This design comes from an exercise in tuning for small area on the open sky130 flow, not from production work.
The RTL was checked by simulation tests, not by an equivalence proof against the original design.
No driver is modelled on the clock port, so clock power and skew are understated where the tree is cut down; a real chip needs a root buffer or a tree.
No activity file was given, so power comes from the tool's default toggle rates.

Design clock_top, start of the top module:
module clock_top(
	input clk,
	input rst_n,
	input [3:1] key_n,
	input [9:0] sw,
	output [6:0] hex0,
	output [6:0] hex1,
	output [6:0] hex2,
	output [6:0] hex3,
	output [7:0] ledg
);
	assign ledg[0] = ~rst_n | ~key_n[1] | ~key_n[2] | ~key_n[3] | sw[9] | sw[8];
	assign ledg[7:3] = 5'b00000;
	wire mtick, utick;
	TimeBase timeBase(.clk(clk), .rst_n(rst_n), .utick(utick), .mtick(mtick));
	wire [3:0] mu, hu;
	wire [2:0] mt;
	wire [1:0] ht;
	TimeOfDay timeOfDay(.clk(clk), .rst_n(rst_n), .keyMin_n(key_n[2]), .keyHour_n(key_n[3]),
		.mtick(mtick), .mu(mu), .mt(mt), .hu(hu), .ht(ht));
	TimeTo7Seg timeTo7Seg(.mu(mu), .mt(mt), .hu(hu), .ht(ht),
		.segment0(hex0), .segment1(hex1), .segment2(hex2), .segment3(hex3));
	UartTx uartTx(.clk(clk), .rst_n(rst_n), .send_n(key_n[1]), .utick(utick),
		.dataBits(sw[7:0]), .ready(ledg[1]), .tx(ledg[2]));
endmodule
For scale: roughly 190 cells after synthesis, roughly 51 I/O pins, about 1900 um^2 of cells after synthesis.
clock: 15.0 ns
lec_check: 0
cap_margin: 20
core_margin: 2
core_utilization: 40
slew_margin: 20
standard.sh (not shown) runs the stock make flow with config.mk's settings and CLKGATE_MAP_FILE= SYNTH_SCRIPT=/design/flow/synth_recipe.tcl, a recipe that flattens the netlist after the stock synthesis.
==> flow/flow/run.sh <==
#!/bin/bash
# The standard layout with these changes:
#  - the logic is mapped with area-oriented ABC scripts (flow/synth.tcl, flow/area*.abc).
#    The standard synthesis runs first; the smallest area-mapped netlist, whose registers
#    are the same, then gets the standard synthesis's register names (flow/pair_regs.py)
#    and replaces the standard netlist before floorplanning;
#  - every port gets the smallest buffer (buf_1) instead of the default;
#  - the clock reaches the registers through a few clkbuf cells fed straight from the
#    clock port (flow/post_cts.tcl, the smallest set that keeps the estimated clock-pin
#    slew under 110 ps) instead of the two-level H-tree;
#  - one tie cell drives all constant outputs (SKIP_REPAIR_TIE_FANOUT).
# Each tool's output goes to a log file of its own in this folder.
set -euo pipefail
W=$PWD
R=orfs/results/sky130hd/clock_top/base
export MY_FLOW_DIR=$W/flow
export BUFFER_PORTS_ARGS="-buffer_cell sky130_fd_sc_hd__buf_1"
export CTS_ARGS="-sink_clustering_enable -repair_clock_nets -dont_use_dummy_load"
export POST_CTS_TCL=$W/flow/post_cts.tcl
export MY_CLK_SLEW_PS=110
export SKIP_REPAIR_TIE_FANOUT=1

# 1. standard synthesis
bash standard.sh synth > std_synth.log 2>&1
cp $R/1_2_yosys.v std_1_2_yosys.v
# 2. area-oriented syntheses, one per ABC script (flow/area*.abc), each in a folder of its
#    own and run side by side; the one with the smallest cell area is kept
best=""; best_area=""
pids=()
for abc in flow/area*.abc; do
  k=$(basename $abc .abc)
  sed -e "s#SYNTH_SCRIPT=[^ ]*#SYNTH_SCRIPT=$W/flow/synth.tcl#" \
      -e "s#WORK_HOME=[^ ]*#WORK_HOME=$W/orfs_$k#" standard.sh > synth_$k.sh
  AREA_ABC_SCRIPT=$W/$abc bash synth_$k.sh synth > synth_$k.log 2>&1 &
  pids+=($!)
done
for p in "${pids[@]}"; do wait $p || true; done
for abc in flow/area*.abc; do
  k=$(basename $abc .abc)
  stat=orfs_$k/reports/sky130hd/clock_top/base/synth_stat.txt
  net=orfs_$k/results/sky130hd/clock_top/base/1_2_yosys.v
  [[ -f $stat && -f $net ]] || continue
  a=$(awk '/Chip area for module/ {print $NF}' $stat | tail -1)
  echo "$k $a" >> synth_areas.log
  if [[ -z "$best" ]] || awk -v a=$a -v b=$best_area 'BEGIN {exit !(a < b)}'; then best=$k; best_area=$a; fi
done
echo "kept $best $best_area" >> synth_areas.log
# 3. the kept netlist, with the standard register names, replaces the standard netlist
if [[ -n "$best" ]] && python3 flow/pair_regs.py std_1_2_yosys.v orfs_$best/results/sky130hd/clock_top/base/1_2_yosys.v > paired_1_2_yosys.v 2> pair_regs.log; then
  cp paired_1_2_yosys.v $R/1_2_yosys.v
else
  cat pair_regs.log || true
fi
# 4. the rest of the standard flow
bash standard.sh > flow.log 2>&1
Other scripts of this flow, unchanged in this note and not shown: flow/flow/area1.abc, flow/flow/area2.abc, flow/flow/area3.abc, flow/flow/area4.abc, flow/flow/clkbuf.tcl, flow/flow/pair_regs.py, flow/flow/post_cts.tcl, flow/flow/synth.tcl
Next try:
--- a/flow/flow/run.sh
+++ b/flow/flow/run.sh
@@ -27,4 +27,5 @@
 #    own and run side by side; the one with the smallest cell area is kept
 best=""; best_area=""
+n=0
 pids=()
 for abc in flow/area*.abc; do
@@ -34,4 +35,10 @@
   AREA_ABC_SCRIPT=$W/$abc bash synth_$k.sh synth > synth_$k.log 2>&1 &
   pids+=($!)
+  n=$((n + 1))
+  # at most NUM_CORES at a time: ABC's deep synthesis runs on a time budget
+  if (( n % ${NUM_CORES:-4} == 0 )); then
+    for p in "${pids[@]}"; do wait $p || true; done
+    pids=()
+  fi
 done
 for p in "${pids[@]}"; do wait $p || true; done
==> flow/flow/area5.abc (new file) <==
strash
&get -n
&st
&syn2
&deepsyn -T 40 -S 21
&dch
&nf -R 1000 -p
&put
topo
dnsize
==> flow/flow/area6.abc (new file) <==
strash
&get -n
&st
&deepsyn -T 40 -S 33
&dch -f
&nf -R 1000 -p
&put
topo
dnsize
==> flow/flow/area7.abc (new file) <==
strash
&get -n
&st
&syn3
&deepsyn -T 40 -S 47
&dch
&nf -R 1000 -p
&put
topo
dnsize
==> flow/flow/area8.abc (new file) <==
strash
&get -n
&st
&syn2
&deepsyn -T 40 -S 59 -o
&dch
&nf -R 1000 -p
&put
topo
dnsize
--- a/flow/config.mk
+++ b/flow/config.mk
@@ -6,6 +6,6 @@
 export NUM_CORES = 4
 export LEC_CHECK = 0
-export CAP_MARGIN = 20
+export CAP_MARGIN = 0
 export CORE_MARGIN = 2
 export CORE_UTILIZATION = 40
-export SLEW_MARGIN = 20
+export SLEW_MARGIN = 0
Power went down by about 8%.
Worst setup slack gets worse by 0.0095 ns.
Clock skew falls by 0.021 ns.
Worst hold slack gains 0.030 ns.
In every run of this note, the design's own scripts or RTL, not TritonCTS, make the clock network.

* * *

Another version of the RTL of clock_top (not shown whole).
For scale: about 180 cells after synthesis, roughly 51 I/O pins, ~0.0019 mm2 of cells after synthesis.
==> flow/config.mk <==
export PLATFORM = sky130hd
export DESIGN_NAME = clock_top
export DESIGN_NICKNAME = clock_top
export VERILOG_FILES = /design/flow/design.v
export SDC_FILE = /design/flow/constraint.sdc
export NUM_CORES = 4
export LEC_CHECK = 0
export CAP_MARGIN = 0
export CORE_MARGIN = 2
export CORE_UTILIZATION = 40
export SLEW_MARGIN = 0
==> flow/constraint.sdc <==
create_clock -name core_clock -period 15.0 [get_ports {clk}]
set_input_delay 3.0000 -clock core_clock [delete_from_list [all_inputs] [get_ports {clk}]]
set_output_delay 3.0000 -clock core_clock [all_outputs]
set_load 0.01 [all_outputs]
==> flow/flow/run.sh <==
#!/bin/bash
# The standard layout with these changes:
#  - the logic is mapped with area-oriented ABC scripts (flow/synth.tcl, flow/area*.abc).
#    The standard synthesis runs first; the smallest area-mapped netlist, whose registers
#    are the same, then gets the standard synthesis's register names (flow/pair_regs.py)
#    and replaces the standard netlist before floorplanning;
#  - every port gets the smallest buffer (buf_1) instead of the default;
#  - the reset port's buffer (a buf_4) drives the reset pins without a second buffer
#    (flow/rstbuf.tcl);
#  - one tie cell drives all constant outputs (SKIP_REPAIR_TIE_FANOUT).
# Each tool's output goes to a log file of its own in this folder.
set -euo pipefail
W=$PWD
R=orfs/results/sky130hd/clock_top/base
export MY_FLOW_DIR=$W/flow
export BUFFER_PORTS_ARGS="-buffer_cell sky130_fd_sc_hd__buf_1"
export CTS_ARGS="-sink_clustering_enable -repair_clock_nets -dont_use_dummy_load"
export POST_CTS_TCL=$W/flow/post_cts.tcl
export MY_CLK_SLEW_PS=120
export SKIP_REPAIR_TIE_FANOUT=1

# 1. standard synthesis
bash standard.sh synth > std_synth.log 2>&1
cp $R/1_2_yosys.v std_1_2_yosys.v
# 2. area-oriented syntheses, one per ABC script (flow/area*.abc), each in a folder of its
#    own and run side by side; the one with the smallest cell area is kept
best=""; best_area=""
n=0
pids=()
for abc in flow/area*.abc; do
  k=$(basename $abc .abc)
  sed -e "s#SYNTH_SCRIPT=[^ ]*#SYNTH_SCRIPT=$W/flow/synth.tcl#" \
      -e "s#WORK_HOME=[^ ]*#WORK_HOME=$W/orfs_$k#" standard.sh > synth_$k.sh
  AREA_ABC_SCRIPT=$W/$abc bash synth_$k.sh synth > synth_$k.log 2>&1 &
  pids+=($!)
  n=$((n + 1))
  # at most NUM_CORES at a time: ABC's deep synthesis runs on a time budget
  if (( n % ${NUM_CORES:-4} == 0 )); then
    for p in "${pids[@]}"; do wait $p || true; done
    pids=()
  fi
done
for p in "${pids[@]}"; do wait $p || true; done
for abc in flow/area*.abc; do
  k=$(basename $abc .abc)
  stat=orfs_$k/reports/sky130hd/clock_top/base/synth_stat.txt
  net=orfs_$k/results/sky130hd/clock_top/base/1_2_yosys.v
  [[ -f $stat && -f $net ]] || continue
  a=$(awk '/Chip area for module/ {print $NF}' $stat | tail -1)
  echo "$k $a" >> synth_areas.log
  if [[ -z "$best" ]] || awk -v a=$a -v b=$best_area 'BEGIN {exit !(a < b)}'; then best=$k; best_area=$a; fi
done
echo "kept $best $best_area" >> synth_areas.log
# 3. the kept netlist, with the standard register names, replaces the standard netlist
if [[ -n "$best" ]] && python3 flow/pair_regs.py std_1_2_yosys.v orfs_$best/results/sky130hd/clock_top/base/1_2_yosys.v > paired_1_2_yosys.v 2> pair_regs.log; then
  cp paired_1_2_yosys.v $R/1_2_yosys.v
else
  cat pair_regs.log || true
fi
# 4. the rest of the standard flow
bash standard.sh > flow.log 2>&1
==> flow/flow/area03.abc <==
strash
&get -n
&st
&syn2
&deepsyn -T 30 -S 3
&dch
&put
amap
topo
dnsize
==> flow/flow/area05.abc <==
strash
&get -n
&st
&syn2
&dch
&put
amap
topo
dnsize
==> flow/flow/area07.abc <==
strash
&get -n
&st
&syn2
&deepsyn -T 40 -S 71
&dch -f
&nf -R 1000 -p -F 8 -A 8
&put
topo
dnsize
==> flow/flow/area09.abc <==
strash
&get -n
&st
&syn2
&deepsyn -T 30 -S 71
&dch -f
&put
amap
topo
dnsize
Other scripts of this flow, unchanged in this note and not shown: flow/flow/area01.abc, flow/flow/area02.abc, flow/flow/area04.abc, flow/flow/area06.abc, flow/flow/area08.abc, flow/flow/area10.abc, flow/flow/area11.abc, flow/flow/area12.abc, flow/flow/clkbuf.tcl, flow/flow/pair_regs.py, flow/flow/post_cts.tcl, flow/flow/rstbuf.tcl, flow/flow/synth.tcl
==> next run, changes <==
==> flow/flow/area03.abc (replaced) <==
strash
&get -n
&st
&syn2
&deepsyn -T 30 -S 11 -o
&dch
&nf -R 1000 -p
&put
topo
dnsize
==> flow/flow/area05.abc (replaced) <==
strash
&get -n
&st
&deepsyn -T 30 -S 33
&syn2
&dch
&nf -R 1000 -p
&put
topo
dnsize
==> flow/flow/area07.abc (replaced) <==
strash
&get -n
&st
&syn2
&deepsyn -T 30 -S 59 -o
&dch
&nf -R 1000 -p
&put
topo
dnsize
==> flow/flow/area09.abc (replaced) <==
strash
&get -n
&st
&deepsyn -T 30 -S 83
&syn2
&dch
&nf -R 1000 -p
&put
topo
dnsize
The new run passed the timing, design-rule and antenna checks.
Wire length does not change.
Utilization stays the same.
First-iteration DRC count stays the same.
No run of this note takes its clock network from TritonCTS; it comes from the design's own scripts or RTL.

## what the ideal ports hide
Ports are ideal in the flow. The routed layouts listed here were re-timed in OpenROAD.
Step 1: set_driving_cell puts a clkbuf_16 on clk and a buf_2 on each other input, an assumption about the parent block.
Step 2, shift: input delay + t, output delay - t, t = (earliest + latest rising clock arrival at the registers) / 2. This alone moves slack from input paths to output paths.
Three values: ideal ports, drivers, drivers and shift; two values: the first two.
run | t, ns | slack for setup (ns) | worst setup path at the end | latest minus earliest clock arrival (ns) | worst data-port slew with drivers (ns)
the first run of note 1 | 0.189 | 8.032 / 8.011 / 8.011 | input to output | 0.027 / 0.028 | 0.03
the second run of note 1 | 0.188 | 8.023 / 8.001 / 8.001 | input to output | 0.007 / 0.006 | 0.03
the first run of note 2 | 0.197 | 8.018 / 7.995 / 7.995 | input to output | 0.022 / 0.022 | 0.03
the second run of note 2 | 0.197 | 8.018 / 7.995 / 7.995 | input to output | 0.022 / 0.022 | 0.03
After both steps setup and hold are still met in every run listed.
